From an optimization exercise on the open Yosys and OpenROAD flow, aimed at small area, a short achievable clock period and few clock cycles per item; shortcuts taken in it are not production practice.
Where RTL was checked, it was by simulation tests only, not by an equivalence proof against the original.
For run 1, only the layout was checked, not whether the RTL still works.

==> flow/design.v <==
module Reconstructor(
    input enable,
    input CLK,
    input reset,
    input [7:0]height,
    input [7:0]width,
    input Vector_sig,
    input [7:0]mv_x,
    input [7:0]addr_x,
    input [7:0]mv_y,
    input [7:0]addr_y,
    output Nxt_block_sig,
    input [1:0]data_type,
    output [15:0]Tindex,
    input [5:0]pdi,
    output [15:0]index,
    output we,
    output [8:0]datax_out,
    output [8:0]datay_out,
    output [5:0]pdo
    );
localparam IDLE = 3'd0, WAIT = 3'd1, S1 = 3'd2, RD = 3'd3, TL = 3'd4, WR = 3'd5;
reg [2:0] state;
reg [15:0] N;             
reg [1:0] kN;             
reg [1:0] kP;             
reg pv;                   
reg tv;                   
reg [3:0] f;              
reg [4:0] preg;           
reg [1:0] btype;
reg [1:0] rx, ry;
reg ser;                  
always @(posedge CLK) begin
  rx <= mv_x[1:0];
  ry <= mv_y[1:0];
  ser <= (width == 8'd0) | (width == 8'd1) | (width == 8'd255);
end
wire hasx = |rx, hasy = |ry;
function [4:0] oa;
  input [1:0] k;
  input [1:0] rx, ry;
  reg [2:0] cx, cy;
  begin
    cx = k[0] ? {1'b0, rx} : (rx == 2'd0 ? 3'd4 : {1'b0, 2'd0 - rx});
    cy = k[1] ? {1'b0, ry} : (ry == 2'd0 ? 3'd4 : {1'b0, 2'd0 - ry});
    case ({cx[2], cy[2]})
      2'b11: oa = 5'd16;
      2'b10: oa = {1'b0, cy[1:0], 2'b00};
      2'b01: oa = {1'b0, cx[1:0], 2'b00};
      default: case ({cx[1:0], cy[1:0]})
        4'b0101: oa = 5'd1;
        4'b0110, 4'b1001: oa = 5'd2;
        4'b0111, 4'b1101: oa = 5'd3;
        4'b1010: oa = 5'd4;
        4'b1011, 4'b1110: oa = 5'd6;
        4'b1111: oa = 5'd9;
        default: oa = 5'd0;
      endcase
    endcase
  end
endfunction
wire [4:0] oaN = oa(kN, rx, ry);
wire [4:0] pN = oaN + {btype, 2'b00};                           
wire [4:0] pN0 = oaN + {(tv ? btype : data_type), 2'b00};      
wire s_rd = (state == RD), s_tl = (state == TL), s_wr = (state == WR);
wire gt = {1'b0, preg} > pdi;
function [2:0] nextk;             
  input [1:0] k;
  input hx, hy;
  begin
    nextk[2] = (~k[0] & hx) | (~k[1] & hy);
    nextk[1:0] = (~k[0] & hx) ? {k[1], 1'b1} : 2'b10;
  end
endfunction
function [1:0] first;
  input [3:0] fl;
  first = fl[0] ? 2'd0 : fl[1] ? 2'd1 : fl[2] ? 2'd2 : 2'd3;
endfunction
function [2:0] target;
  input [2:0] st;
  input [1:0] k;
  input [3:0] fl;
  input sr, hx, hy;
  reg [2:0] n;
  begin
    n = nextk(k, hx, hy);
    target = {1'b0, k};
    case (st)
      S1: target = 3'd0;
      RD: if (n[2] & ~sr) target = {1'b0, n[1:0]};
      TL: if (|fl) target = {1'b0, first(fl)};
          else if (sr & n[2]) target = {1'b0, n[1:0]};
          else target = 3'b100;
      WR: if (|fl) target = {1'b0, first(fl)}; else target = 3'b100;
      default: target = 3'b100;
    endcase
  end
endfunction
wire [2:0] nk = nextk(kN, hasx, hasy);
wire nv = nk[2];
wire [3:0] fr = s_wr ? f & ~(4'b0001 << kN) : f;    
wire fany = |fr;
reg [2:0] ns;
always @(*)
  case (state)
    IDLE: ns = enable ? WAIT : IDLE;
    WAIT: ns = Vector_sig ? S1 : WAIT;
    S1:   ns = RD;
    RD:   ns = (~nv | ser) ? TL : RD;
    TL:   ns = fany ? WR : (ser & nv) ? RD : (~gt & Vector_sig) ? S1 : WAIT;
    WR:   ns = fany ? WR : WAIT;
    default: ns = IDLE;
  endcase
reg [3:0] fn;
always @(*) begin
  fn = f;
  case (state)
    S1: fn = 4'd0;
    RD: if (pv) fn[kP] = gt;
    WR: fn = fr;
    default: ;
  endcase
end
reg [1:0] tgt;
reg tmode;
wire [3:0] fnr = (ns == WR) ? fn & ~(4'b0001 << tgt) : fn;
wire [2:0] tn = target(ns, tgt, fnr, ser, hasx, hasy);
reg [7:0] ryc, rxc;
always @(posedge CLK) begin
  tgt <= tn[1:0];
  tmode <= tn[2];
  ryc <= addr_y + mv_y[7:2] + {7'd0, tn[1]};
  rxc <= addr_x + mv_x[7:2] + {7'd0, tn[0]};
end
wire [7:0] op = tmode ? addr_y : ryc;
wire [7:0] ax = tmode ? addr_x : rxc;
wire [15:0] r0 = {8'hFF, ~(width & {8{~op[0]}})};
wire s1 = r0[5] ^ (op[1] & width[4]);
wire c2 = r0[5] & (op[1] & width[4]);
wire s3 = r0[6] ^ (op[1] & width[5]) ^ (op[2] & width[4]);
wire c4 = (r0[6] & (op[1] & width[5])) | (r0[6] & (op[2] & width[4])) | ((op[1] & width[5]) & (op[2] & width[4]));
wire s5 = (op[3] & width[3]) ^ (op[4] & width[2]);
wire c6 = (op[3] & width[3]) & (op[4] & width[2]);
wire s7 = r0[7] ^ (op[1] & width[6]) ^ (op[2] & width[5]);
wire c8 = (r0[7] & (op[1] & width[6])) | (r0[7] & (op[2] & width[5])) | ((op[1] & width[6]) & (op[2] & width[5]));
wire s9 = (op[3] & width[4]) ^ (op[4] & width[3]) ^ (op[5] & width[2]);
wire c10 = ((op[3] & width[4]) & (op[4] & width[3])) | ((op[3] & width[4]) & (op[5] & width[2])) | ((op[4] & width[3]) & (op[5] & width[2]));
wire s11 = (op[6] & width[1]) ^ (op[7] & width[0]);
wire c12 = (op[6] & width[1]) & (op[7] & width[0]);
wire s13 = 1'b1 ^ (op[1] & width[7]) ^ (op[2] & width[6]);
wire c14 = (1'b1 & (op[1] & width[7])) | (1'b1 & (op[2] & width[6])) | ((op[1] & width[7]) & (op[2] & width[6]));
wire s15 = (op[3] & width[5]) ^ (op[4] & width[4]) ^ (op[5] & width[3]);
wire c16 = ((op[3] & width[5]) & (op[4] & width[4])) | ((op[3] & width[5]) & (op[5] & width[3])) | ((op[4] & width[4]) & (op[5] & width[3]));
wire s17 = (op[6] & width[2]) ^ (op[7] & width[1]);
wire c18 = (op[6] & width[2]) & (op[7] & width[1]);
wire s19 = 1'b1 ^ (op[2] & width[7]) ^ (op[3] & width[6]);
wire c20 = (1'b1 & (op[2] & width[7])) | (1'b1 & (op[3] & width[6])) | ((op[2] & width[7]) & (op[3] & width[6]));
wire s21 = (op[4] & width[5]) ^ (op[5] & width[4]) ^ (op[6] & width[3]);
wire c22 = ((op[4] & width[5]) & (op[5] & width[4])) | ((op[4] & width[5]) & (op[6] & width[3])) | ((op[5] & width[4]) & (op[6] & width[3]));
wire s23 = 1'b1 ^ (op[3] & width[7]) ^ (op[4] & width[6]);
wire c24 = (1'b1 & (op[3] & width[7])) | (1'b1 & (op[4] & width[6])) | ((op[3] & width[7]) & (op[4] & width[6]));
wire s25 = r0[3] ^ (op[1] & width[2]);
wire c26 = r0[3] & (op[1] & width[2]);
wire s27 = r0[4] ^ (op[1] & width[3]) ^ (op[2] & width[2]);
wire c28 = (r0[4] & (op[1] & width[3])) | (r0[4] & (op[2] & width[2])) | ((op[1] & width[3]) & (op[2] & width[2]));
wire s29 = (op[3] & width[1]) ^ (op[4] & width[0]);
wire c30 = (op[3] & width[1]) & (op[4] & width[0]);
wire s31 = s1 ^ (op[2] & width[3]) ^ (op[3] & width[2]);
wire c32 = (s1 & (op[2] & width[3])) | (s1 & (op[3] & width[2])) | ((op[2] & width[3]) & (op[3] & width[2]));
wire s33 = (op[4] & width[1]) ^ (op[5] & width[0]) ^ ax[5];
wire c34 = ((op[4] & width[1]) & (op[5] & width[0])) | ((op[4] & width[1]) & ax[5]) | ((op[5] & width[0]) & ax[5]);
wire s35 = c2 ^ s3 ^ s5;
wire c36 = (c2 & s3) | (c2 & s5) | (s3 & s5);
wire s37 = (op[5] & width[1]) ^ (op[6] & width[0]) ^ ax[6];
wire c38 = ((op[5] & width[1]) & (op[6] & width[0])) | ((op[5] & width[1]) & ax[6]) | ((op[6] & width[0]) & ax[6]);
wire s39 = c4 ^ c6 ^ s7;
wire c40 = (c4 & c6) | (c4 & s7) | (c6 & s7);
wire s41 = s9 ^ s11 ^ ax[7];
wire c42 = (s9 & s11) | (s9 & ax[7]) | (s11 & ax[7]);
wire s43 = c8 ^ c10 ^ c12;
wire c44 = (c8 & c10) | (c8 & c12) | (c10 & c12);
wire s45 = s13 ^ s15 ^ s17;
wire c46 = (s13 & s15) | (s13 & s17) | (s15 & s17);
wire s47 = c14 ^ c16 ^ c18;
wire c48 = (c14 & c16) | (c14 & c18) | (c16 & c18);
wire s49 = s19 ^ s21 ^ (op[7] & width[2]);
wire c50 = (s19 & s21) | (s19 & (op[7] & width[2])) | (s21 & (op[7] & width[2]));
wire s51 = c20 ^ c22 ^ s23;
wire c52 = (c20 & c22) | (c20 & s23) | (c22 & s23);
wire s53 = (op[5] & width[5]) ^ (op[6] & width[4]) ^ (op[7] & width[3]);
wire c54 = ((op[5] & width[5]) & (op[6] & width[4])) | ((op[5] & width[5]) & (op[7] & width[3])) | ((op[6] & width[4]) & (op[7] & width[3]));
wire s55 = c24 ^ 1'b1 ^ (op[4] & width[7]);
wire c56 = (c24 & 1'b1) | (c24 & (op[4] & width[7])) | (1'b1 & (op[4] & width[7]));
wire s57 = (op[5] & width[6]) ^ (op[6] & width[5]) ^ (op[7] & width[4]);
wire c58 = ((op[5] & width[6]) & (op[6] & width[5])) | ((op[5] & width[6]) & (op[7] & width[4])) | ((op[6] & width[5]) & (op[7] & width[4]));
wire s59 = 1'b1 ^ (op[5] & width[7]) ^ (op[6] & width[6]);
wire c60 = (1'b1 & (op[5] & width[7])) | (1'b1 & (op[6] & width[6])) | ((op[5] & width[7]) & (op[6] & width[6]));
wire s61 = r0[2] ^ (op[1] & width[1]);
wire c62 = r0[2] & (op[1] & width[1]);
wire s63 = s25 ^ (op[2] & width[1]) ^ (op[3] & width[0]);
wire c64 = (s25 & (op[2] & width[1])) | (s25 & (op[3] & width[0])) | ((op[2] & width[1]) & (op[3] & width[0]));
wire s65 = c26 ^ s27 ^ s29;
wire c66 = (c26 & s27) | (c26 & s29) | (s27 & s29);
wire s67 = c28 ^ c30 ^ s31;
wire c68 = (c28 & c30) | (c28 & s31) | (c30 & s31);
wire s69 = c32 ^ c34 ^ s35;
wire c70 = (c32 & c34) | (c32 & s35) | (c34 & s35);
wire s71 = c36 ^ c38 ^ s39;
wire c72 = (c36 & c38) | (c36 & s39) | (c38 & s39);
wire s73 = c40 ^ c42 ^ s43;
wire c74 = (c40 & c42) | (c40 & s43) | (c42 & s43);
wire s75 = c44 ^ c46 ^ s47;
wire c76 = (c44 & c46) | (c44 & s47) | (c46 & s47);
wire s77 = c48 ^ c50 ^ s51;
wire c78 = (c48 & c50) | (c48 & s51) | (c50 & s51);
wire s79 = c52 ^ c54 ^ s55;
wire c80 = (c52 & c54) | (c52 & s55) | (c54 & s55);
wire s81 = c56 ^ c58 ^ s59;
wire c82 = (c56 & c58) | (c56 & s59) | (c58 & s59);
wire s83 = c60 ^ 1'b1 ^ (op[6] & width[7]);
wire c84 = (c60 & 1'b1) | (c60 & (op[6] & width[7])) | (1'b1 & (op[6] & width[7]));
wire s85 = r0[1] ^ (op[1] & width[0]);
wire c86 = r0[1] & (op[1] & width[0]);
wire s87 = s61 ^ (op[2] & width[0]) ^ ax[2];
wire c88 = (s61 & (op[2] & width[0])) | (s61 & ax[2]) | ((op[2] & width[0]) & ax[2]);
wire s89 = c62 ^ s63 ^ ax[3];
wire c90 = (c62 & s63) | (c62 & ax[3]) | (s63 & ax[3]);
wire s91 = c64 ^ s65 ^ ax[4];
wire c92 = (c64 & s65) | (c64 & ax[4]) | (s65 & ax[4]);
wire s93 = c66 ^ s67 ^ s33;
wire c94 = (c66 & s67) | (c66 & s33) | (s67 & s33);
wire s95 = c68 ^ s69 ^ s37;
wire c96 = (c68 & s69) | (c68 & s37) | (s69 & s37);
wire s97 = c70 ^ s71 ^ s41;
wire c98 = (c70 & s71) | (c70 & s41) | (s71 & s41);
wire s99 = c72 ^ s73 ^ s45;
wire c100 = (c72 & s73) | (c72 & s45) | (s73 & s45);
wire s101 = c74 ^ s75 ^ s49;
wire c102 = (c74 & s75) | (c74 & s49) | (s75 & s49);
wire s103 = c76 ^ s77 ^ s53;
wire c104 = (c76 & s77) | (c76 & s53) | (s77 & s53);
wire s105 = c78 ^ s79 ^ s57;
wire c106 = (c78 & s79) | (c78 & s57) | (s79 & s57);
wire s107 = c80 ^ s81 ^ (op[7] & width[5]);
wire c108 = (c80 & s81) | (c80 & (op[7] & width[5])) | (s81 & (op[7] & width[5]));
wire s109 = c82 ^ s83 ^ (op[7] & width[6]);
wire c110 = (c82 & s83) | (c82 & (op[7] & width[6])) | (s83 & (op[7] & width[6]));
wire s111 = c84 ^ 1'b1 ^ (op[7] & width[7]);
wire c112 = (c84 & 1'b1) | (c84 & (op[7] & width[7])) | (1'b1 & (op[7] & width[7]));
wire [15:0] ta = {c112, c110, c108, c106, c104, c102, c100, c98, c96, c94, c92, c90, c88, c86, s85, r0[0]};
wire [15:0] tb = {1'b1, s111, s109, s107, s105, s103, s101, s99, s97, s95, s93, s91, s89, s87, ax[1], ax[0]};
wire [15:0] M = ta + tb;
wire tl_done = s_tl & ~fany & ~(ser & nv);    
assign Nxt_block_sig = (state == WAIT) | (tl_done & ~gt);
assign Tindex = N;
assign index = N;
assign we = (s_tl & gt) | s_wr;
assign pdo = {1'b0, pN};
assign datax_out = {1'b0, mv_x};
assign datay_out = {1'b0, mv_y};
always @(posedge CLK or posedge reset)
  if (reset)
    state <= IDLE;
  else
    state <= ns;
always @(posedge CLK) begin
  N <= M;
  kN <= tgt;
  f <= fn;
  case (state)
    S1: begin pv <= 1'b0; tv <= 1'b0; end
    RD: begin
      kP <= kN; pv <= 1'b1;
      preg <= pN0;
      if (~tv) btype <= data_type;
      tv <= 1'b1;
    end
    TL: pv <= 1'b0;
    default: ;
  endcase
end
endmodule
==> flow/flow/run.sh <==
#!/bin/bash
# Standard layout, with every port buffered by sky130_fd_sc_hd__buf_1 and a
# clock tree of clkbuf_8 without dummy loads.
set -euo pipefail
export BUFFER_PORTS_ARGS="-buffer_cell sky130_fd_sc_hd__buf_1"
export CTS_ARGS="-sink_clustering_enable -repair_clock_nets -dont_use_dummy_load -buf_list sky130_fd_sc_hd__clkbuf_8 -sink_clustering_size 30 -sink_clustering_max_diameter 150"
bash standard.sh > standard.log 2>&1
==> flow/standard.sh <==
#!/bin/bash
# synth_recipe.tcl (not shown) runs the flow's synth.tcl, then flattens the netlist and writes it again
# the make line also repeats each setting of config.mk as NAME=value (left out here)
make -C /OpenROAD-flow-scripts/flow DESIGN_CONFIG=/design/flow/config.mk WORK_HOME=/design/flow/orfs CLKGATE_MAP_FILE= SYNTH_SCRIPT=/design/flow/synth_recipe.tcl "${@:-finish}"
==> flow/config.mk <==
export PLATFORM = sky130hd
export DESIGN_NAME = Reconstructor
export DESIGN_NICKNAME = Reconstructor
export VERILOG_FILES = /design/flow/design.v
export SDC_FILE = /design/flow/constraint.sdc
export NUM_CORES = 4
export LEC_CHECK = 0
export ABC_CLOCK_PERIOD_IN_PS = 6000
export CAP_MARGIN = 20
export CORE_MARGIN = 2
export CORE_UTILIZATION = 40
export CTS_BUF_LIST = sky130_fd_sc_hd__clkbuf_8
export CTS_CLUSTER_SIZE = 30
export PLACE_DENSITY = 0.6
export SETUP_SLACK_MARGIN = 4.5
export SLEW_MARGIN = 20
==> flow/constraint.sdc <==
create_clock -name core_clock -period 11.0 [get_ports {CLK}]
set_input_delay 2.2000 -clock core_clock [delete_from_list [all_inputs] [get_ports {CLK}]]
set_output_delay 2.2000 -clock core_clock [all_outputs]
set_load 0.01 [all_outputs]
==> impl_metrics.ini, run 1 <==
[run_status]
status = finished clean

[logic_synthesis]
synthCells = 607
ys_types = 71
syn_area_per_cell_um2 = 9.379
yosys.area.top_type = fa_1
synth_edf_count = 11
synth_area_mm2 = 0.005693
synth.area.top_cells = fa_1 17%, dfxtp_1 16%, ha_1 12%
yosysWarnings = 1
synth_flop_cell = dfxtp_1
async_reset_ff_share_pct = 5.000
synth-seq-cells = 60
seq_area_frac_synth_pct = 23.30
synth_top_area_share_pct = 16.88

[route]
vias = 4272
antenna_left = 0
drc = 0
drt_wl_total_mm = 11.74
drt-vias-per-instance = 5.008
drt_iter0_drc = 162
dr.pass1.iters = 4
wl_per_cell_um = 13.76

[floorplan]
die_h_um = 123.3
rows = 43
die_width_um = 123.3
die_area_mm2 = 0.01520
core_mm2 = 0.01388
start_util_pct = 41.01
io_pins = 118

[sta]
worst_slew_pin_slew_ps = 922.6
hold_viol_final = 0
rsz0062_at_grt = false
setup_viol_count_final = 0
min_period_over_period_pct = 56.96
finalSetupTns_ps = 0
fin_skew_ps = 12.26
fin_crit_ps = 6266
final_max_slew_viol_count = 0
finalHoldWorstSlack_ps = 543.8
slew_headroom_pct = 38.41
fin_ws_ps = 4734
fmax_mhz = 159.6

[cells_and_area]
syn2layout_area_growth_pct = 7.297
drive_above_1_share_pct = 5.944
num_antenna_cells = 0
final_nets = 838

[clock_tree]
cts.repair.resized = 0
clockRootBuffer = clkbuf_8
clk_pin_slew_ps = 70
cts_hold_buf = 0
h-tree-depth = 3
cts_setup_buffers = 0
cts.sinks = 60
cts_tree = built
max-clock-path-buffers = 2
clock_latency_ps = 360
cts_made_buffers = 9

[global_route]
grtUsageTotal_pct = 16.95
grt_util_met3_pct = 4.105
top_usage_layer = met2
antenna_found_initial = 0
grt_pass1_vias = 4383
grt_max_degree = 17
overflow = 0
grt.met2_usage_pct = 28.23
met1_usage_pct = 21.27
grt_first_pass_wirelength_mm = 19.92

[placement]
dp_slack_ps = 4223
gp_congestion = 0.8294
port_buffers = 106
dp_hpwl_mm = 9.616

[worst_setup_path]
worstSetupStartpointType = input port
worstSetupPathType = input port to flip-flop
required_ps = 11240
worstPathMaxFanout = 8
cp.arrival_ps = 6510
end_kind = flip-flop

[hold_path]
hold_class = flip-flop to flip-flop

[job]
drv_cap = 0
-- per-stage QoR --
step / instances / area [um2] / util [%]
final: 853 / 6108 / 44.01
after global routing: 853 / 6108 / 44.01
after CTS: 853 / 6101 / 43.95
after detailed placement: 844 / 5977 / 43.06
after floorplan: 609 / 5700 / -
after global placement: 844 / 5977 / 43.06
-- worst max-delay path: stages --
cell,delay (ps)
buf_1,110
mux2i_2,410
nand2_1,120
ha_1,340
fa_1,560
fa_1,430
fa_1,470
ha_1,330
or2_2,310
a21oi_1,140
a21oi_1,90
a21o_1,240
o211a_1,250
a311o_1,360
xor2_1,150
-- routing by layer --
metal  up-vias  wire, um
met3        14       589
met1      2054      5543
li1       2101         -
met5         -         0
met2       103      5422
met4         0       181
-- final cells by class --
| cell class | count | area [um2] |
|---|---|---|
| Timing Repair Buffer | 106 | 397.9 |
| Tap cell | 180 | 225.2 |
| Sequential cell | 60 | 1326 |
| Multi-Input combinational cell | 420 | 3740 |
| Inverter | 78 | 295.3 |
| Clock buffer | 9 | 123.9 |
| Fill cell | 1393 | 7772 |
-- sequential cells by signal (all words and copies together), names as in the netlist --
register,count
rxc,8
tv,1
rx,2
kN,2
f,4
preg,5
ser,1
btype,2
N,16
tmode,1
kP,2
pv,1
ry,2
ryc,8
tgt,2
state,3
-- worst paths after layout --
path / start / end / slack, ps / depth (start not counted)
max reg2reg: tmode$_DFF_P_ / N[15]$_DFF_P_ / 5630 / 14
max: addr_y[0] / N[15]$_DFF_P_ / 4730 / 15
max in group asynchronous: reset / state[1]$_DFF_PP0_ / 9190 / 2
min in group asynchronous: reset / state[0]$_DFF_PP0_ / 1680 / 2
min: tgt[1]$_DFF_P_ / kN[1]$_DFF_P_ / 540 / 0
min reg2reg: tgt[1]$_DFF_P_ / kN[1]$_DFF_P_ / 540 / 0
-- placed cells by master, fill, tap and decap left out, drive strengths merged, types with 4 or more instances in the layout --
cell type / netlist / layout
inv: 78 / 78
o21a: 4 / 4
a21o: 6 / 6
and2: 14 / 14
nor3: 7 / 7
clkbuf: 6 / 9
nand2b: 12 / 12
a211oi: 8 / 8
nor2b: 33 / 33
mux2: 12 / 12
xor2: 10 / 10
fa: 48 / 48
ha: 55 / 55
o22ai: 4 / 4
o21ai: 19 / 19
nand2: 47 / 47
buf: 45 / 106
a21boi: 4 / 4
xnor2: 15 / 15
mux2i: 11 / 11
a21oi: 27 / 27
nor2: 31 / 31
dfxtp: 46 / 46
edfxtp: 11 / 11
-- cell usage after synthesis (3+ instances only) --
cell      count
inv_1        76
ha_1         55
fa_1         48
dfxtp_1      46
nand2_1      46
buf_4        37
nor2b_1      33
nor2_1       31
a21oi_1      26
o21ai_0      18
xnor2_1      15
and2_1       14
mux2_2       12
nand2b_1     12
edfxtp_1     11
mux2i_1      11
xor2_1       10
a211oi_1      8
nor3_1        7
a21o_1        6
clkbuf_1      6
buf_1         5
a21boi_0      4
o21a_1        4
a31oi_1       3
dfrtp_1       3
nand4_1       3
o22ai_1       3
-- cells by family (layout without fill, tap and decap cells) --
group,count (synthesis),after routing,share of synthesized area (%)
muxes,23,23,4.308
buffers and inverters,129,193,11.27
DFF,60,60,23.30
xor gates and xnor gates,25,25,3.846
other,1,3,0.06587
adders and majority gates,103,103,28.97
and+or+nand+nor,167,167,15.78
AOI/OAI and AO/OA,99,99,12.46
==> inputs of run 2 (changes only) <==
--- a/flow/design.v
+++ b/flow/design.v
@@ -46,16 +46,3 @@
     cy = k[1] ? {1'b0, ry} : (ry == 2'd0 ? 3'd4 : {1'b0, 2'd0 - ry});
-    case ({cx[2], cy[2]})
-      2'b11: oa = 5'd16;
-      2'b10: oa = {1'b0, cy[1:0], 2'b00};
-      2'b01: oa = {1'b0, cx[1:0], 2'b00};
-      default: case ({cx[1:0], cy[1:0]})
-        4'b0101: oa = 5'd1;
-        4'b0110, 4'b1001: oa = 5'd2;
-        4'b0111, 4'b1101: oa = 5'd3;
-        4'b1010: oa = 5'd4;
-        4'b1011, 4'b1110: oa = 5'd6;
-        4'b1111: oa = 5'd9;
-        default: oa = 5'd0;
-      endcase
-    endcase
+    oa = cx * cy;
   end
--- a/flow/config.mk
+++ b/flow/config.mk
@@ -14,3 +14,3 @@
 export PLACE_DENSITY = 0.6
-export SETUP_SLACK_MARGIN = 4.5
+export SETUP_SLACK_MARGIN = 4.8
 export SLEW_MARGIN = 20
==> run 2 against run 1 <==
Effect of this change: design area increased by 0.64%; largest cell class unchanged; fmax increased by 4.6%; die area decreased by 0.98%; highest routed layer unchanged.
==> impl_metrics.ini, run 2 <==
[run_status]
status = finished clean

[clock_tree]
clk_pin_slew_ps = 60
cts_hold_buf = 0
clock_latency_ps = 360
h-tree-depth = 3
cts_tree = built
cts_made_buffers = 9
clockRootBuffer = clkbuf_8
max-clock-path-buffers = 2
cts.sinks = 60

[route]
antenna_left = 0
vias = 4163
dr.pass1.iters = 4
drc = 0
drt_iter0_drc = 226
drt-vias-per-instance = 4.968
wl_per_cell_um = 13.32
drt_wl_total_mm = 11.17

[sta]
rsz0062_at_grt = false
fin_crit_ps = 5993
slew_headroom_pct = 35.22
fin_skew_ps = 24.11
min_period_over_period_pct = 54.48
hold_viol_final = 0
worst_slew_pin_slew_ps = 970.4
final_max_slew_viol_count = 0
setup_viol_count_final = 0
finalSetupTns_ps = 0
fin_ws_ps = 5007
fmax_mhz = 166.9

[cells_and_area]
largestRegisters = N x16, rxc x8, ryc x8
syn2layout_area_growth_pct = 9.081
largest_register_ff_count = 16
layout_common_cells = 102 x buf_1, 82 x inv_1, 56 x ha_1
drive_above_1_share_pct = 8.815
final_nets = 826
largest-register = N
finalNonFillerCells = 838
num_antenna_cells = 0
stdcell_area_mm2 = 0.006147
final_common_cell = buf_1

[logic_synthesis]
synth_area_mm2 = 0.005635
synth_flop_cell = dfxtp_1
synthCells = 588
synth.area.top_cells = fa_1 18%, dfxtp_1 16%, ha_1 12%
synth_top_area_share_pct = 17.76
yosys.area.top_type = fa_1
yosysWarnings = 1
ys_top_cells_by_count = 82 x inv_1, 56 x ha_1, 50 x fa_1
syn_area_per_cell_um2 = 9.584
async_reset_ff_share_pct = 5.000
synth-seq-cells = 60
seq_area_frac_synth_pct = 23.53
synth_most_common_cell = inv_1
ys_types = 65
synth_edf_count = 11

[placement]
dpl.cell_count = 825
dp_slack_ps = 4115
dp_hpwl_mm = 9.125
port_buffers = 106
dpl_cell_area_mm2 = 0.005927
gp_congestion = 0.8086

[floorplan]
die_area_mm2 = 0.01505
io_pins = 118
start_util_pct = 40.76
die_h_um = 122.7
core_mm2 = 0.01383
rows = 43
die_width_um = 122.7

[worst_setup_path]
path_delay_family = adder cells
worstSetupPathType = input port to flip-flop
crit_chain = buf_1 > mux2_2 > and2_1 > fa_1 > inv_1 > fa_1 > inv_1 > fa_1 > fa_1 > ha_1 > and3_1 > a31oi_2 > a21oi_1 > a21o_1 > a21oi_1 > xnor2_1
crit_slowest_cell = fa_1
critical_path.most_common_cell = fa_1
worst-path-buf-inv = 3
required_ps = 11270
cp.arrival_ps = 6260
end_kind = flip-flop
worstSetupStartpointType = input port
worstPathMaxFanout = 8
max_stage_delay_ps = 540

[hold_path]
hold_class = flip-flop to flip-flop

[global_route]
grtUsageTotal_pct = 16.00
grt_first_pass_wirelength_mm = 18.82
grt_pass1_vias = 4149
overflow = 0
grt_max_degree = 17
antenna_found_initial = 0

[job]
drv_cap = 0
run 2: changes by cell type in the layout (fill, tap and decap cells not counted), sizes merged, moves of 8 or more:
cell    previous run  this run
a211oi             8         0
nor2              31        13
nor2b             33        16
and2              14        26
run 2: repair_timing:
item | CTS | global route
setup endpoints to repair | 7 | 6
pin swaps | 1 | 3
buffers inserted | 0 | 4
gates resized for setup | 7 | 12
run 2: path summary, 6_finish.rpt:
check	startpoint	end	slack [ps]	cells past startpoint
min in group asynchronous	reset	state[0]$_DFF_PP0_	1700	2
worst min register to register	tgt[1]$_DFF_P_	kN[1]$_DFF_P_	500	0
max in group asynchronous	reset	state[2]$_DFF_PP0_	9170	2
worst min-delay path	tgt[1]$_DFF_P_	kN[1]$_DFF_P_	500	0
worst max register to register	tmode$_DFF_P_	N[14]$_DFF_P_	5850	15
worst max-delay path	addr_y[3]	N[14]$_DFF_P_	5010	16
run 2: per-layer routing:
| layer | wire length (um) | vias up | global-route usage (%) |
|---|---|---|---|
| met5 | 0 | - | 0 |
| li1 | - | 2039 | - |
| met3 | 542 | 22 | 2.323 |
| met2 | 5117 | 114 | 26.14 |
| met4 | 291 | 0 | 7.040 |
| met1 | 5215 | 1988 | 21.00 |
run 2: area by class of cell:
class / count / area (um2)
fillers: 1323 / 7680
multi-input cells: 396 / 3727
flip-flops and latches: 60 / 1326
inverters: 83 / 311.5
well taps: 180 / 225.2
repair buffers: 110 / 432.9
clock buffers: 9 / 123.9
run 2: metrics by stage:
| step | utilization (%) | hold slack, ps |
|---|---|---|
| floorplan | - | 325.8 |
| global placement | 42.86 | 465.1 |
| detailed placement | 42.86 | 477.0 |
| CTS | 43.98 | 490.9 |
| global route | 44.46 | 516.8 |
| finish | 44.46 | 499.3 |
run 2: worst reg2reg max path: stages, from the launching register on:
cell     delay (ps)
dfxtp_1         960
mux2_2          510
and2_1          210
fa_1            540
inv_1            50
fa_1            380
inv_1            80
fa_1            440
fa_1            470
ha_1            360
and3_1          240
a31oi_2         220
a21oi_1         130
a21o_1          200
a21oi_1         170
xnor2_1         140
run 2: logic make-up after synthesis:
kind of cell               after synthesis  share of synthesized area, %
and+or+nand+nor                        145                         13.54
buffers and inverters                  134                         11.55
adders and majority gates              106                         30.20
AOI/OAI and AO/OA                       91                         12.43
DFF                                     60                         23.53
xor gates and xnor gates                30                         4.662
muxes                                   21                         4.019
other                                    1                       0.06654
Testbench counts of run 2, summed over its fixed seeds: cycles 37,693, vectors 5,350.
==> inputs of run 3 (changes only) <==
--- a/flow/config.mk
+++ b/flow/config.mk
@@ -14,3 +14,3 @@
 export PLACE_DENSITY = 0.6
-export SETUP_SLACK_MARGIN = 4.8
+export SETUP_SLACK_MARGIN = 5
 export SLEW_MARGIN = 20
==> run 3 against run 2 <==
Effect of this change: synthesized area is the same; design area grew 3.3%; first-iteration DRC count shrank 13%; worst setup slack gained 85 ps; global-route usage grew 0.43 points; clock skew shrank 7.0 ps; cell count grew 0.60%; count of clock-buffer cells in the layout is the same.
==> impl_metrics.ini, run 3 <==
[placement]
dpl_cell_area_mm2 = 0.005952
port_buffers = 106
gp_congestion = 0.7949
dp_slack_ps = 4322
dp_hpwl_mm = 9.323

[worst_setup_path]
worstPathMaxFanout = 4
crit_slowest_cell = fa_1
required_ps = 11230
endpoint = N[15]$_DFF_P_
r2r_cells = 18
critical_path.most_common_cell = fa_1
crit_chain = buf_2 > mux2i_4 > nand2b_4 > fa_1 > fa_1 > inv_1 > fa_1 > inv_1 > fa_1 > inv_1 > ha_4 > nor3_2 > o2111ai_1 > and2_4 > a21oi_4 > a21oi_2 > nand2_1 > o21ai_2 > xor2_1
crit_start = addr_y[1]
worstSetupPathType = input port to flip-flop
end_kind = flip-flop
reg2reg_to = N[15]$_DFF_P_
max_stage_delay_ps = 510
regToRegStartpoint = tmode$_DFF_P_
r2r_slack_ps = 5820
cp.arrival_ps = 6140
worstSetupStartpointType = input port

[sta]
worst_slew_pin_slew_ps = 1097
fmax_mhz = 169.3
fin_crit_ps = 5908
min_period_over_period_pct = 53.71
hold_viol_final = 0
slew_headroom_pct = 26.74
fin_skew_ps = 17.07
final_max_slew_viol_count = 0
setup_viol_count_final = 0
finalSetupTns_ps = 0
rsz0062_at_grt = true
fin_ws_ps = 5092

[clock_tree]
cts_made_buffers = 9
cts_tree = built
max-clock-path-buffers = 2
cts.sinks = 60
clk_pin_slew_ps = 70
clock_latency_ps = 360
h-tree-depth = 3
cts_hold_buf = 0
clockRootBuffer = clkbuf_8

[logic_synthesis]
synth_compound_area_share_pct = 12.43
synthXorXnorAreaFrac_pct = 4.663
synth-seq-cells = 60
synth_simple_gate_area_share_pct = 13.54
async_reset_ff_share_pct = 5.000
synth_most_common_cell = inv_1
ys_top_cells_by_count = 82 x inv_1, 56 x ha_1, 50 x fa_1
synth_top_area_share_pct = 17.76
syn_area_per_cell_um2 = 9.584
synth_edf_count = 11
yosysWarnings = 1
synth.area.top_cells = fa_1 18%, dfxtp_1 16%, ha_1 12%
seq_area_frac_synth_pct = 23.53
muxShareOfSynthArea_pct = 4.019
ys_types = 65
synth_flop_cell = dfxtp_1
synth_area_mm2 = 0.005635
yosys.area.top_type = fa_1
synthAdderAreaFrac_pct = 30.20
synth_top_family_by_area = adder cells
synthCells = 588

[cells_and_area]
largest-register = N
final_common_cell = buf_1
final_nets = 831
largest_register_ff_count = 16
stdcell_area_mm2 = 0.006352
syn2layout_area_growth_pct = 12.72
fill_cells = 1351
drive_above_1_share_pct = 12.67
final_util_pct = 45.94
largestRegisters = N x16, rxc x8, ryc x8
layout_common_cells = 101 x buf_1, 82 x inv_1, 49 x fa_1, 49 x ha_1, 46 x dfxtp_1
num_antenna_cells = 0

[global_route]
grtUsageTotal_pct = 16.43
overflow = 0
grt_max_degree = 17
grt_first_pass_wirelength_mm = 19.06
grt_pass1_vias = 4168
antenna_found_initial = 0

[floorplan]
die_area_mm2 = 0.01505
die_h_um = 122.7
io_pins = 118
core_mm2 = 0.01383
start_util_pct = 40.76
rows = 43
die_width_um = 122.7

[job]
drv_cap = 0

[route]
vias = 4180
drt_iter0_drc = 196
drt_wl_total_mm = 11.87
dr.pass1.iters = 4
drt-vias-per-instance = 4.958
drc = 0
wl_per_cell_um = 14.09
antenna_left = 0

[hold_path]
whs_path_depth = 0
hold_class = flip-flop to flip-flop

[run_status]
status = finished clean
[run 3: changes by cell type in the layout (fill, tap and decap cells not counted), moves of 2 or more]
cell | before | now
mux2_2 | 12 | 10
ha_1 | 56 | 49
a21oi_2 | 2 | 4
a21oi_1 | 21 | 18
buf_4 | 4 | 8
mux2_4 | 1 | 3
ha_4 | 0 | 6
[run 3: how the worst min path moves through the flow]
| stage | startpoint | endpoint | slack, ps |
|---|---|---|---|
| 2_1_floorplan | tgt[0]$_DFF_P_ | kN[0]$_DFF_P_ | 330 |
| 3_3_place_gp | tgt[1]$_DFF_P_ | kN[1]$_DFF_P_ | 470 |
| 3_5_place_dp | tgt[1]$_DFF_P_ | kN[1]$_DFF_P_ | 470 |
| 4_1_cts | tgt[1]$_DFF_P_ | kN[1]$_DFF_P_ | 460 |
| 5_1_grt | tgt[1]$_DFF_P_ | kN[1]$_DFF_P_ | 480 |
| 6_report | tgt[1]$_DFF_P_ | kN[1]$_DFF_P_ | 480 |
[run 3: critical path, delay by kind of cell]
kind | cells | cell delay [ps]
AOI/OAI and AO/OA | 4 | 470
xor gates and xnor gates | 1 | 160
adders and majority gates | 5 | 2090
buffers and inverters | 4 | 310
muxes | 1 | 210
and+or+nand+nor | 4 | 700
[run 3: routing by layer]
| layer | vias up | GRT usage (%) | part of all wire [%] |
|---|---|---|---|
| met4 | 0 | 7.399 | 1.0 |
| met5 | - | 0 | 0 |
| li1 | 2048 | - | - |
| met1 | 2013 | 21.01 | 45 |
| met3 | 8 | 3.299 | 5.1 |
| met2 | 111 | 26.73 | 49 |
[run 3: layout make-up]
| cell class | count | area (um2) | area share [%] |
|---|---|---|---|
| multi-input combinational | 396 | 3890 | 61.24 |
| sequential | 60 | 1326 | 20.88 |
| timing repair buffer | 115 | 475.5 | 7.485 |
| inverter | 83 | 311.5 | 4.904 |
| tap | 180 | 225.2 | 3.545 |
| clock buffer | 9 | 123.9 | 1.950 |
[run 3: per-stage QoR]
step / instances / hold slack, ps
after floorplan: 590 / 325.8
after global placement: 825 / 466.1
after detailed placement: 825 / 470.0
after CTS: 840 / 463.0
after global routing: 843 / 477.1
final: 843 / 475.4
[run 3: logic make-up (layout without fill, tap and decap cells)]
group	count (synthesis)	in the layout
adder cells (fa/ha/maj)	106	106
XOR/XNOR	30	30
AO/OA/AOI/OAI	91	91
AND/OR/NAND/NOR	145	145
multiplexers	21	21
other	1	3
flip-flops	60	60
buffers and inverters	134	207
[run 3: what timing repair did]
action | in CTS | in global routing
endpoints found under the setup margin | 5 | 8
gates resized for setup | 11 | 32
setup buffers | 6 | 3
hold endpoints to repair | 0 | 0
pin swaps | 1 | 10
==> inputs of run 4 (changes only) <==
--- a/flow/config.mk
+++ b/flow/config.mk
@@ -14,3 +14,3 @@
 export PLACE_DENSITY = 0.6
-export SETUP_SLACK_MARGIN = 5
+export SETUP_SLACK_MARGIN = 4.7
 export SLEW_MARGIN = 20
==> run 4 against run 3 <==
Effect of this change: still clean on timing, DRC and antenna; non-clock buffer count shrank 7; routed wire length shrank 6.5%; clock skew grew 4.1 ps; first-iteration DRC count grew 11%; register-to-register slack gained 20 ps; critical endpoint is now Nxt_block_sig; largest cell class unchanged.
==> impl_metrics.ini, run 4 <==
[logic_synthesis]
yosys.area.top_type = fa_1
ys_types = 65
yosysWarnings = 1
seq_area_frac_synth_pct = 23.53
async_reset_ff_share_pct = 5.000
ys_top_cells_by_count = 82 x inv_1, 56 x ha_1, 50 x fa_1
synth_area_mm2 = 0.005635
syn_area_per_cell_um2 = 9.584
synth_flop_cell = dfxtp_1
synth-seq-cells = 60
synth.area.top_cells = fa_1 18%, dfxtp_1 16%, ha_1 12%
synth_top_area_share_pct = 17.76
synth_edf_count = 11
synthCells = 588
synth_most_common_cell = inv_1

[route]
drc = 0
wl_per_cell_um = 13.28
antenna_left = 0
drt_wl_total_mm = 11.10
drt_iter0_drc = 217
dr.pass1.iters = 4
vias = 4149
drt-vias-per-instance = 4.963

[global_route]
grt_first_pass_wirelength_mm = 18.84
antenna_found_initial = 0
grt_pass1_vias = 4152
grtUsageTotal_pct = 16.01
grt_max_degree = 17
overflow = 0

[sta]
fmax_mhz = 165.5
setup_viol_count_final = 0
min_period_over_period_pct = 54.92
final_max_slew_viol_count = 0
finalSetupTns_ps = 0
rsz0062_at_grt = false
fin_skew_ps = 21.19
fin_crit_ps = 6041
worst_slew_pin_slew_ps = 970.4
hold_viol_final = 0
finalHoldWorstSlack_ps = 500.3
slew_headroom_pct = 35.22

[clock_tree]
clock_latency_ps = 360
h-tree-depth = 3
max-clock-path-buffers = 2
clockRootBuffer = clkbuf_8
cts_tree = built
cts.sinks = 60
clk_pin_slew_ps = 60
cts_made_buffers = 9

[worst_setup_path]
worstPathMaxFanout = 8
worstSetupStartpointType = input port
regToRegStartpoint = tmode$_DFF_P_
r2r_slack_ps = 5840
required_ps = 8800
worstSetupPathType = input port to output port
crit_start = pdi[1]
cp.arrival_ps = 3840
end_kind = output port

[placement]
port_buffers = 106
dp_hpwl_mm = 9.125
gp_congestion = 0.8086
dpl_cell_area_mm2 = 0.005927

[cells_and_area]
syn2layout_area_growth_pct = 8.615
num_antenna_cells = 0
fill_cells = 1323
drive_above_1_share_pct = 8.079
largestRegisters = N x16, rxc x8, ryc x8
largest-register = N
layout_common_cells = 102 x buf_1, 82 x inv_1, 56 x ha_1
stdcell_area_mm2 = 0.006121
final_nets = 824
largest_register_ff_count = 16
final_common_cell = buf_1

[floorplan]
core_mm2 = 0.01383
io_pins = 118
die_h_um = 122.7
rows = 43
die_width_um = 122.7
die_area_mm2 = 0.01505
start_util_pct = 40.76

[hold_path]
hp-start = tgt[1]$_DFF_P_
hold_class = flip-flop to flip-flop

[job]
drv_cap = 0

[run_status]
status = finished clean
-- run 4: metrics by stage --
stage | util (%) | instances | setup WS [ps]
detailed placement | 42.86 | 825 | 4115
floorplan | - | 590 | 4856
global placement | 42.86 | 825 | 4148
finish | 44.27 | 836 | 4959
global route | 44.27 | 836 | 4753
CTS | 43.94 | 834 | 4717
-- run 4: final cells by class --
type | count | area (um2) | share of cell area [%]
timing repair buffer | 108 | 417.9 | 6.827
tap | 180 | 225.2 | 3.679
multi-input combinational | 396 | 3716 | 60.71
inverter | 83 | 311.5 | 5.090
sequential | 60 | 1326 | 21.67
clock buffer | 9 | 123.9 | 2.024
-- run 4: path summary, 6_finish.rpt --
kind / depth (start not counted) / end
worst max-delay path: 10 / Nxt_block_sig
worst min-delay path: 0 / kN[1]$_DFF_P_
worst max register to register: 15 / N[14]$_DFF_P_
worst min register to register: 0 / kN[1]$_DFF_P_
max in group asynchronous: 2 / state[2]$_DFF_PP0_
min in group asynchronous: 2 / state[0]$_DFF_PP0_
-- run 4: logic make-up after synthesis --
logic type | count (synthesis) | synth area share [%]
AOI/OAI and AO/OA | 91 | 12.43
xor gates and xnor gates | 30 | 4.662
adders and majority gates | 106 | 30.20
buffers and inverters | 134 | 11.55
DFF | 60 | 23.53
muxes | 21 | 4.019
other | 1 | 0.06654
and+or+nand+nor | 145 | 13.54
-- run 4: what timing repair did --
| item | CTS | global route |
|---|---|---|
| cloned | 0 | 0 |
| hold buffers | 0 | 0 |
| resized for setup | 4 | 12 |
| setup buffers | 0 | 2 |
| pin swaps | 0 | 1 |
| setup endpoints to repair | 4 | 5 |
-- run 4: routing by layer --
metal  vias up  wire (um)  GRT usage, %
met5         -          0             0
met4         0        293         7.040
met3        22        521         2.323
met2       116       5117         26.14
met1      1976       5168         21.03
li1       2035          -             -
-- run 4: worst max-delay path: stages --
cell	delay, ps
buf_1	70
inv_1	40
ha_1	310
and3_1	190
a31oi_1	180
a21boi_4	400
a2111oi_0	120
a21oi_1	140
nor2_1	60
buf_1	140
==> inputs of run 5 (changes only) <==
--- a/flow/config.mk
+++ b/flow/config.mk
@@ -14,3 +14,3 @@
 export PLACE_DENSITY = 0.6
-export SETUP_SLACK_MARGIN = 4.7
+export SETUP_SLACK_MARGIN = 4.5
 export SLEW_MARGIN = 20
==> run 5 against run 4 <==
Effect of this change: register-to-register slack lost 150 ps; non-clock buffer count shrank 2; via count barely moved; synthesized cell count unchanged; count of clock-buffer cells in the layout unchanged; routed wire length down 0.26%; worst setup slack got worse by 130 ps; clock skew grew 4.1 ps; critical path type is now input port to flip-flop; utilization is 0.29 points lower; highest routed layer unchanged; first-iteration DRC count fell by 2.3%; critical endpoint is now N[14]$_DFF_P_.
==> impl_metrics.ini, run 5 <==
[clock_tree]
h-tree-depth = 3
clock_latency_ps = 360
clockRootBuffer = clkbuf_8
cts_setup_buffers = 0
cts_tree = built
max-clock-path-buffers = 2
cts.sinks = 60
clk_pin_slew_ps = 60
cts_made_buffers = 9

[job]
drv_cap = 0

[route]
vias = 4146
drt_wl_total_mm = 11.07
wl_per_cell_um = 13.27
drt_iter0_drc = 212
dr.pass1.iters = 4
antenna_left = 0
drc = 0
drt-vias-per-instance = 4.971

[floorplan]
die_width_um = 122.7
core_mm2 = 0.01383
start_util_pct = 40.76
die_h_um = 122.7
io_pins = 118
rows = 43
die_area_mm2 = 0.01505

[sta]
setup_viol_count_final = 0
fmax_mhz = 162.1
rsz0062_at_grt = true
worst_slew_pin_slew_ps = 938.2
hold_viol_final = 0
final_max_slew_viol_count = 0
min_period_over_period_pct = 56.09
fin_ws_ps = 4830
finalSetupTns_ps = 0
fin_crit_ps = 6170
fin_skew_ps = 25.32
slew_headroom_pct = 37.37
finalHoldWorstSlack_ps = 497.8

[hold_path]
hold_class = flip-flop to flip-flop
hp-start = tgt[1]$_DFF_P_

[global_route]
grtUsageTotal_pct = 16.01
antenna_found_initial = 0
grt_max_degree = 17
grt_first_pass_wirelength_mm = 18.85
grt_pass1_vias = 4155
overflow = 0

[logic_synthesis]
synth_edf_count = 11
synthAdderAreaFrac_pct = 30.20
synth_top_area_share_pct = 17.76
synth_top_family_by_area = adder cells
synth.area.top_cells = fa_1 18%, dfxtp_1 16%, ha_1 12%
synthXorXnorAreaFrac_pct = 4.663
yosysWarnings = 1
yosys.area.top_type = fa_1
synth_most_common_cell = inv_1
synth_compound_area_share_pct = 12.43
async_reset_ff_share_pct = 5.000
synth_flop_cell = dfxtp_1
muxShareOfSynthArea_pct = 4.019
synth_area_mm2 = 0.005635
seq_area_frac_synth_pct = 23.53
synth_simple_gate_area_share_pct = 13.54
synth-seq-cells = 60
syn_area_per_cell_um2 = 9.584
ys_types = 65
ys_top_cells_by_count = 82 x inv_1, 56 x ha_1, 50 x fa_1
synthCells = 588

[cells_and_area]
fill_cells = 1322
multi_input_area_mm2 = 0.003695
layout_common_cells = 105 x buf_1, 82 x inv_1, 56 x ha_1
largest_register_ff_count = 16
largest-register = N
seq_area_mm2 = 0.001326
drive_above_1_share_pct = 6.728
final_nets = 822
largestRegisters = N x16, rxc x8, ryc x8
num_antenna_cells = 0
final_common_cell = buf_1
syn2layout_area_growth_pct = 7.904

[worst_setup_path]
path_delay_family = adder cells
worstSetupStartpointType = input port
crit_slowest_cell = fa_1
worstPathMaxFanout = 8
regToRegStartpoint = tmode$_DFF_P_
critical_path.most_common_cell = fa_1
required_ps = 11270
worstSetupPathType = input port to flip-flop
max_stage_delay_ps = 520
crit_chain = buf_1 > mux2i_4 > and2_1 > fa_1 > fa_1 > inv_1 > fa_1 > inv_1 > fa_1 > inv_1 > ha_1 > nor3_1 > o21ai_1 > a31oi_1 > a21oi_1 > a21o_1 > a21oi_1 > xnor2_1
cp.arrival_ps = 6440
crit_start = addr_y[0]
end_kind = flip-flop
worst-path-buf-inv = 4

[run_status]
status = finished clean

[placement]
port_buffers = 106
dp_slack_ps = 4115
dp_hpwl_mm = 9.125
gp_congestion = 0.8086
## run 5: per-stage QoR
stage | cell area (um2) | utilization (%) | cells
floorplan | 5643 | - | 590
global placement | 5927 | 42.86 | 825
detailed placement | 5927 | 42.86 | 825
CTS | 6055 | 43.79 | 834
global route | 6081 | 43.98 | 834
finish | 6081 | 43.98 | 834
## run 5: timing repair
action / 4_1_cts / 5_1_grt
gates resized for setup: 1 / 6
gates cloned: 0 / 0
setup endpoints to repair: 2 / 7
pin swaps: 0 / 1
hold buffers: 0 / 0
## run 5: path summary, 6_finish.rpt
kind | to | slack, ps | depth (start not counted)
worst max-delay path | N[14]$_DFF_P_ | 4830 | 18
worst min-delay path | kN[1]$_DFF_P_ | 500 | 0
worst max register to register | N[14]$_DFF_P_ | 5690 | 17
worst min register to register | kN[1]$_DFF_P_ | 500 | 0
max in group asynchronous | state[2]$_DFF_PP0_ | 9170 | 2
min in group asynchronous | state[0]$_DFF_PP0_ | 1700 | 2
## run 5: kinds of logic after synthesis
group / Yosys count
mux: 21
xor+xnor: 30
compound gates: 91
other cells: 1
flops: 60
simple gates: 145
buf+inv: 134
fa+ha+maj: 106
## run 5: area by class of cell
class	count	area share, %
timing repair buffer	106	6.564
tap	180	3.704
multi-input combinational	396	60.76
clock buffer	9	2.037
sequential	60	21.81
inverter	83	5.123
## run 5: routing by layer
| metal | up-vias | GRT usage (%) | wire [um] |
|---|---|---|---|
| li1 | 2034 | - | - |
| met1 | 1972 | 21.06 | 5170 |
| met2 | 119 | 26.10 | 5083 |
| met3 | 21 | 2.323 | 522 |
| met4 | 0 | 7.040 | 295 |
| met5 | - | 0 | 0 |
==> inputs of run 6 (changes only) <==
--- a/flow/config.mk
+++ b/flow/config.mk
@@ -7,3 +7,3 @@
 export LEC_CHECK = 0
-export ABC_CLOCK_PERIOD_IN_PS = 6000
+export ABC_AREA = 1
 export CAP_MARGIN = 20
==> run 6 against run 5 <==
Effect of this change: still clean; hold slack lost 100 ps; synthesized cell count grew 15%; critical endpoint is now N[13]$_DFF_P_.
==> impl_metrics.ini, run 6 <==
[worst_setup_path]
end_kind = flip-flop
worstSetupStartpointType = input port
worstSetupPathType = input port to flip-flop
cp.arrival_ps = 6470
worstPathMaxFanout = 7
r2r_slack_ps = 5530
required_ps = 11240

[clock_tree]
clk_pin_slew_ps = 70
clockRootBuffer = clkbuf_8
cts_hold_buf = 0
max-clock-path-buffers = 2
clock_latency_ps = 360
cts_tree = built
cts_made_buffers = 9
cts.sinks = 60
h-tree-depth = 3

[sta]
worst_slew_pin_slew_ps = 788.2
fmax_mhz = 160.4
hold_viol_final = 0
finalSetupTns_ps = 0
fin_crit_ps = 6233
finalHoldWorstSlack_ps = 395.0
min_period_over_period_pct = 56.66
fin_skew_ps = 20.65
setup_viol_count_final = 0
rsz0062_at_grt = true
slew_headroom_pct = 46.90
final_max_slew_viol_count = 0

[placement]
port_buffers = 106
dp_hpwl_mm = 9.708
gp_congestion = 0.8971

[logic_synthesis]
synth_edf_count = 11
synth_most_common_cell = inv_1
yosys.area.top_type = fa_1
ys_top_cells_by_count = 124 x inv_1, 114 x nand2_1, 57 x nor2_1
synth.area.top_cells = fa_1 18%, dfxtp_1 16%, ha_1 13%
synth-seq-cells = 60
synthCells = 675
synth_flop_cell = dfxtp_1
async_reset_ff_share_pct = 5.000
syn_area_per_cell_um2 = 8.302
synth_area_mm2 = 0.005604
ys_types = 46
synth_top_area_share_pct = 17.86
yosysWarnings = 1
seq_area_frac_synth_pct = 23.67

[global_route]
grt.met2_usage_pct = 28.51
grt_max_degree = 19
grt_first_pass_wirelength_mm = 19.39
grt_util_met3_pct = 3.160
overflow = 0
grt_pass1_vias = 4220
grtUsageTotal_pct = 16.83
met1_usage_pct = 20.56
top_usage_layer = met2
antenna_found_initial = 0

[route]
dr.pass1.iters = 4
drt_iter0_drc = 188
drt_wl_total_mm = 11.59
drc = 0
antenna_left = 0
vias = 4334
wl_per_cell_um = 12.43
drt-vias-per-instance = 4.650

[cells_and_area]
layout_common_cells = 124 x inv_1, 114 x nand2_1, 106 x buf_1
largest_register_ff_count = 16
final_util_pct = 44.14
final_nets = 920
seq_area_mm2 = 0.001326
num_antenna_cells = 0
final_common_cell = inv_1
multi_input_area_mm2 = 0.003518
syn2layout_area_growth_pct = 8.484
largestRegisters = N x16, rxc x8, ryc x8
largest-register = N
fill_cells = 1433
drive_above_1_share_pct = 6.516

[hold_path]
hold_class = flip-flop to flip-flop

[floorplan]
die_width_um = 122.4
start_util_pct = 40.69
rows = 43
core_mm2 = 0.01377
io_pins = 118
die_area_mm2 = 0.01497
die_h_um = 122.4

[job]
drv_cap = 0

[run_status]
status = finished clean
-- run 6: changes by cell type after synthesis, moves of 9 or more --
cell,previous run,this run
a21o_1,11,0
a21oi_1,23,32
and2_1,26,0
inv_1,82,124
mux2_2,13,2
nand2_1,45,114
nand2b_1,9,0
nand3_1,5,14
nor2_1,13,57
nor2b_1,16,0
xnor2_1,20,5
xor2_1,10,25
-- run 6: final timing paths --
check                                     endpoint      startpoint  cells after the start
worst max-delay path                 N[13]$_DFF_P_       addr_y[1]                     22
worst min-delay path                 kN[1]$_DFF_P_  tgt[1]$_DFF_P_                      0
worst max register to register       N[13]$_DFF_P_   tmode$_DFF_P_                     22
worst min register to register       kN[1]$_DFF_P_  tgt[1]$_DFF_P_                      0
max in group asynchronous       state[2]$_DFF_PP0_           reset                      2
min in group asynchronous       state[0]$_DFF_PP0_           reset                      2
-- run 6: cell type report --
cell class	instances	share of cell area [%]
tap	180	3.704
inverter	128	7.903
multi-input combinational	448	57.87
clock buffer	9	2.037
sequential	60	21.82
timing repair buffer	107	6.668
-- run 6: per-stage QoR --
stage,instances,instance area [um2],setup WS [ps]
2_1_floorplan,677,5612,4677
3_3_place_gp,922,5941,4094
3_5_place_dp,922,5941,4070
4_1_cts,932,6072,4503
5_1_grt,932,6080,4438
6_report,932,6080,4767
-- run 6: worst max-delay path: stages --
cell and delay [ps]:
buf_1 110, or2_2 310, o21ai_2 160, inv_1 100
nand2_1 100, fa_1 460, fa_1 520, inv_1 50
fa_1 470, inv_1 50, fa_1 490, inv_1 40
ha_1 340, nand2_1 100, inv_1 40, nand4_1 70
o211ai_1 180, nand3_1 120, nand2_1 80, a31oi_1 230
o21ai_1 100, xor2_1 140
-- run 6: routing by layer --
layer / up-vias / part of all wire [%] / wire [um]
li1: 2223 / - / -
met1: 1995 / 45 / 5162
met2: 96 / 48 / 5508
met3: 20 / 4.6 / 535
met4: 0 / 3.3 / 382
met5: - / 0 / 0
-- run 6: timing repair --
action / CTS / global route
endpoints found under the setup margin: 2 / 4
resized for setup: 0 / 5
setup buffers: 1 / 0
cloned: 0 / 0
-- run 6: cell families (layout without fill, tap and decap cells) --
group                      count (synthesis)  count (layout)  synth area share [%]
and+or+nand+nor                          221             221                 17.50
buffers and inverters                    169             244                 13.82
adders and majority gates                106             106                 30.36
AOI/OAI and AO/OA                         83              83                 8.953
DFF                                       60              60                 23.67
xor gates and xnor gates                  30              30                 4.689
muxes                                      5               5                0.9377
other                                      1               3               0.06691
==> inputs of run 7 (changes only) <==
--- a/flow/config.mk
+++ b/flow/config.mk
@@ -14,3 +14,3 @@
 export PLACE_DENSITY = 0.6
-export SETUP_SLACK_MARGIN = 4.5
+export SETUP_SLACK_MARGIN = 4.9
 export SLEW_MARGIN = 20
==> run 7 against run 6 <==
Effect of this change: worst setup slack gained 310 ps; global-route usage is 0.54 points higher; clock skew increased by 5.8 ps; synthesized cell count unchanged; cell count up 0.64%; critical path type unchanged; critical endpoint is now N[14]$_DFF_P_; highest routed layer unchanged.
==> impl_metrics.ini, run 7 <==
[clock_tree]
cts_made_buffers = 9
max-clock-path-buffers = 2
cts_hold_buf = 0
cts.sinks = 60
cts_tree = built
clk_pin_slew_ps = 70
clockRootBuffer = clkbuf_8
h-tree-depth = 3
clock_latency_ps = 370

[cells_and_area]
final_common_cell = inv_1
seq_area_mm2 = 0.001326
stdcell_area_mm2 = 0.006211
final_nets = 926
largest-register = N
fill_cells = 1417
layout_common_cells = 121 x inv_1, 111 x nand2_1, 104 x buf_1
syn2layout_area_growth_pct = 10.83
largestRegisters = N x16, rxc x8, ryc x8
num_antenna_cells = 0
largest_register_ff_count = 16
multi_input_area_mm2 = 0.003602
drive_above_1_share_pct = 9.631

[floorplan]
io_pins = 118
die_width_um = 122.4
die_h_um = 122.4
start_util_pct = 40.69
rows = 43
die_area_mm2 = 0.01497
core_mm2 = 0.01377

[logic_synthesis]
synth.area.top_cells = fa_1 18%, dfxtp_1 16%, ha_1 13%
ys_top_cells_by_count = 124 x inv_1, 114 x nand2_1, 57 x nor2_1
seq_area_frac_synth_pct = 23.67
yosysWarnings = 1
synthCells = 675
synth_flop_cell = dfxtp_1
synth_top_area_share_pct = 17.86
synth_edf_count = 11
syn_area_per_cell_um2 = 8.302
synth-seq-cells = 60
ys_types = 46
yosys.area.top_type = fa_1
synth_area_mm2 = 0.005604
async_reset_ff_share_pct = 5.000
synth_most_common_cell = inv_1

[sta]
finalSetupTns_ps = 0
fin_skew_ps = 26.50
rsz0062_at_grt = false
fin_crit_ps = 5920
hold_viol_final = 0
min_period_over_period_pct = 53.81
fmax_mhz = 168.9
worst_slew_pin_slew_ps = 864.5
setup_viol_count_final = 0
slew_headroom_pct = 42.29
final_max_slew_viol_count = 0

[worst_setup_path]
max_stage_delay_ps = 520
required_ps = 11290
crit_slowest_cell = fa_1
worstSetupPathType = input port to flip-flop
worstSetupStartpointType = input port
worstPathMaxFanout = 5
crit_chain = buf_1 > or2_4 > o21ai_4 > nor2_1 > fa_1 > inv_1 > fa_1 > inv_1 > fa_1 > fa_1 > ha_2 > a21oi_2 > o21a_1 > nand2_1 > a21boi_2 > o21ai_2 > a21oi_1 > nor2_1 > nor2_1 > xor2_1
end_kind = flip-flop
cp.arrival_ps = 6210
critical_path.most_common_cell = fa_1

[route]
drc = 0
wl_per_cell_um = 12.48
antenna_left = 0
dr.pass1.iters = 4
vias = 4361
drt-vias-per-instance = 4.649
drt_iter0_drc = 225
drt_wl_total_mm = 11.71

[global_route]
grt_pass1_vias = 4396
grt_first_pass_wirelength_mm = 20.14
grt_max_degree = 19
antenna_found_initial = 0
grtUsageTotal_pct = 17.38
overflow = 0

[placement]
dp_hpwl_mm = 9.698
dpl_cell_area_mm2 = 0.005974
port_buffers = 106
gp_congestion = 0.9170

[hold_path]
hold_class = flip-flop to flip-flop

[job]
drv_cap = 0

[run_status]
status = finished clean
[run 7: what timing repair did]
item | 4_1_cts | 5_1_grt
cloned | 0 | 0
buffers inserted | 1 | 6
pin swaps | 1 | 9
endpoints found under the setup margin | 2 | 4
gates resized for setup | 3 | 20
hold endpoints to repair | 0 | 0
[run 7: path summary, 6_finish.rpt]
check                          startpoint                 end  slack [ps]  cells after the start
setup / recovery                addr_y[1]       N[14]$_DFF_P_        5080                     20
hold / removal             tgt[1]$_DFF_P_       kN[1]$_DFF_P_         390                      0
setup reg to reg            tmode$_DFF_P_       N[14]$_DFF_P_        5600                     20
hold reg to reg            tgt[1]$_DFF_P_       kN[1]$_DFF_P_         390                      0
max in group asynchronous           reset  state[2]$_DFF_PP0_        9220                      2
min in group asynchronous           reset  state[1]$_DFF_PP0_        1660                      2
[run 7: routing by layer]
metal / GRT usage [%] / share of wire [%]
met1: 20.61 / 44
met2: 29.48 / 48
met3: 5.204 / 5.3
met4: 6.825 / 2.8
met5: 0 / 0
[run 7: worst max-delay path: cells and delay by family]
kind	cells	cell delay [ps]
adder cells (fa/ha/maj)	5	2290
AO/OA/AOI/OAI	6	760
buffers and inverters	3	220
AND/OR/NAND/NOR	5	590
XOR/XNOR	1	140
[run 7: cell families after synthesis]
family	count (synthesis)	synth area share, %
and+or+nand+nor	221	17.50
muxes	5	0.9377
adders and majority gates	106	30.36
other	1	0.06691
DFF	60	23.67
xor gates and xnor gates	30	4.689
buffers and inverters	169	13.82
AOI/OAI and AO/OA	83	8.953
[run 7: through the flow]
step                      util, %  instances  setup slack [ps]  hold slack [ps]
after floorplan                 -        677              4908            375.0
after global placement      43.38        922              4410            392.7
after detailed placement    43.38        922              4441            392.8
after CTS                   44.39        932              4904            388.2
after global routing        45.09        938              4889            405.1
final                       45.09        938              5080            388.2
[run 7: area by class of cell]
cell class / instances / share of cell area, %
clock buffer: 9 / 1.994
inverter: 128 / 7.736
multi-input combinational: 448 / 58.00
sequential: 60 / 21.35
tap: 180 / 3.626
timing repair buffer: 113 / 7.292

==> re-timing with driven ports <==
How much do the figures lean on ideal ports? The routed layouts below were timed once more, with nothing changed but the port constraints.
Step 1 (the two cells are an assumption about what drives the block):
set clk [get_ports {CLK}]
set_driving_cell -lib_cell sky130_fd_sc_hd__clkbuf_16 $clk
set_driving_cell -lib_cell sky130_fd_sc_hd__buf_2 [delete_from_list [all_inputs] $clk]
Step 2, shift: input delay + t, output delay - t, t = (earliest + latest rising clock arrival at the registers) / 2. This alone moves slack from input paths to output paths.
Three values: no drivers, after step 1, after step 2; two values: the first two.
| run | shift t [ns] | slack for setup (ns) | worst setup path at the end |
|---|---|---|---|
| run 1 | 0.391 | 4.734 / 4.751 / 4.360 | input to register |
| run 2 | 0.383 | 5.007 / 5.006 / 4.637 | input to register |
| run 3 | 0.387 | 5.092 / 5.089 / 4.725 | input to register |
| run 4 | 0.382 | 4.959 / 4.934 / 4.631 | input to register |
| run 5 | 0.384 | 4.830 / 4.841 / 4.457 | input to register |
| run 6 | 0.385 | 4.767 / 4.776 / 4.391 | input to register |
| run 7 | 0.388 | 5.080 / 5.086 / 4.699 | input to register |
After both steps setup and hold are still met in every run listed. For run 7, which loses most, drivers alone change the setup slack by +0.006 ns; drivers and shift together by -0.381 ns.
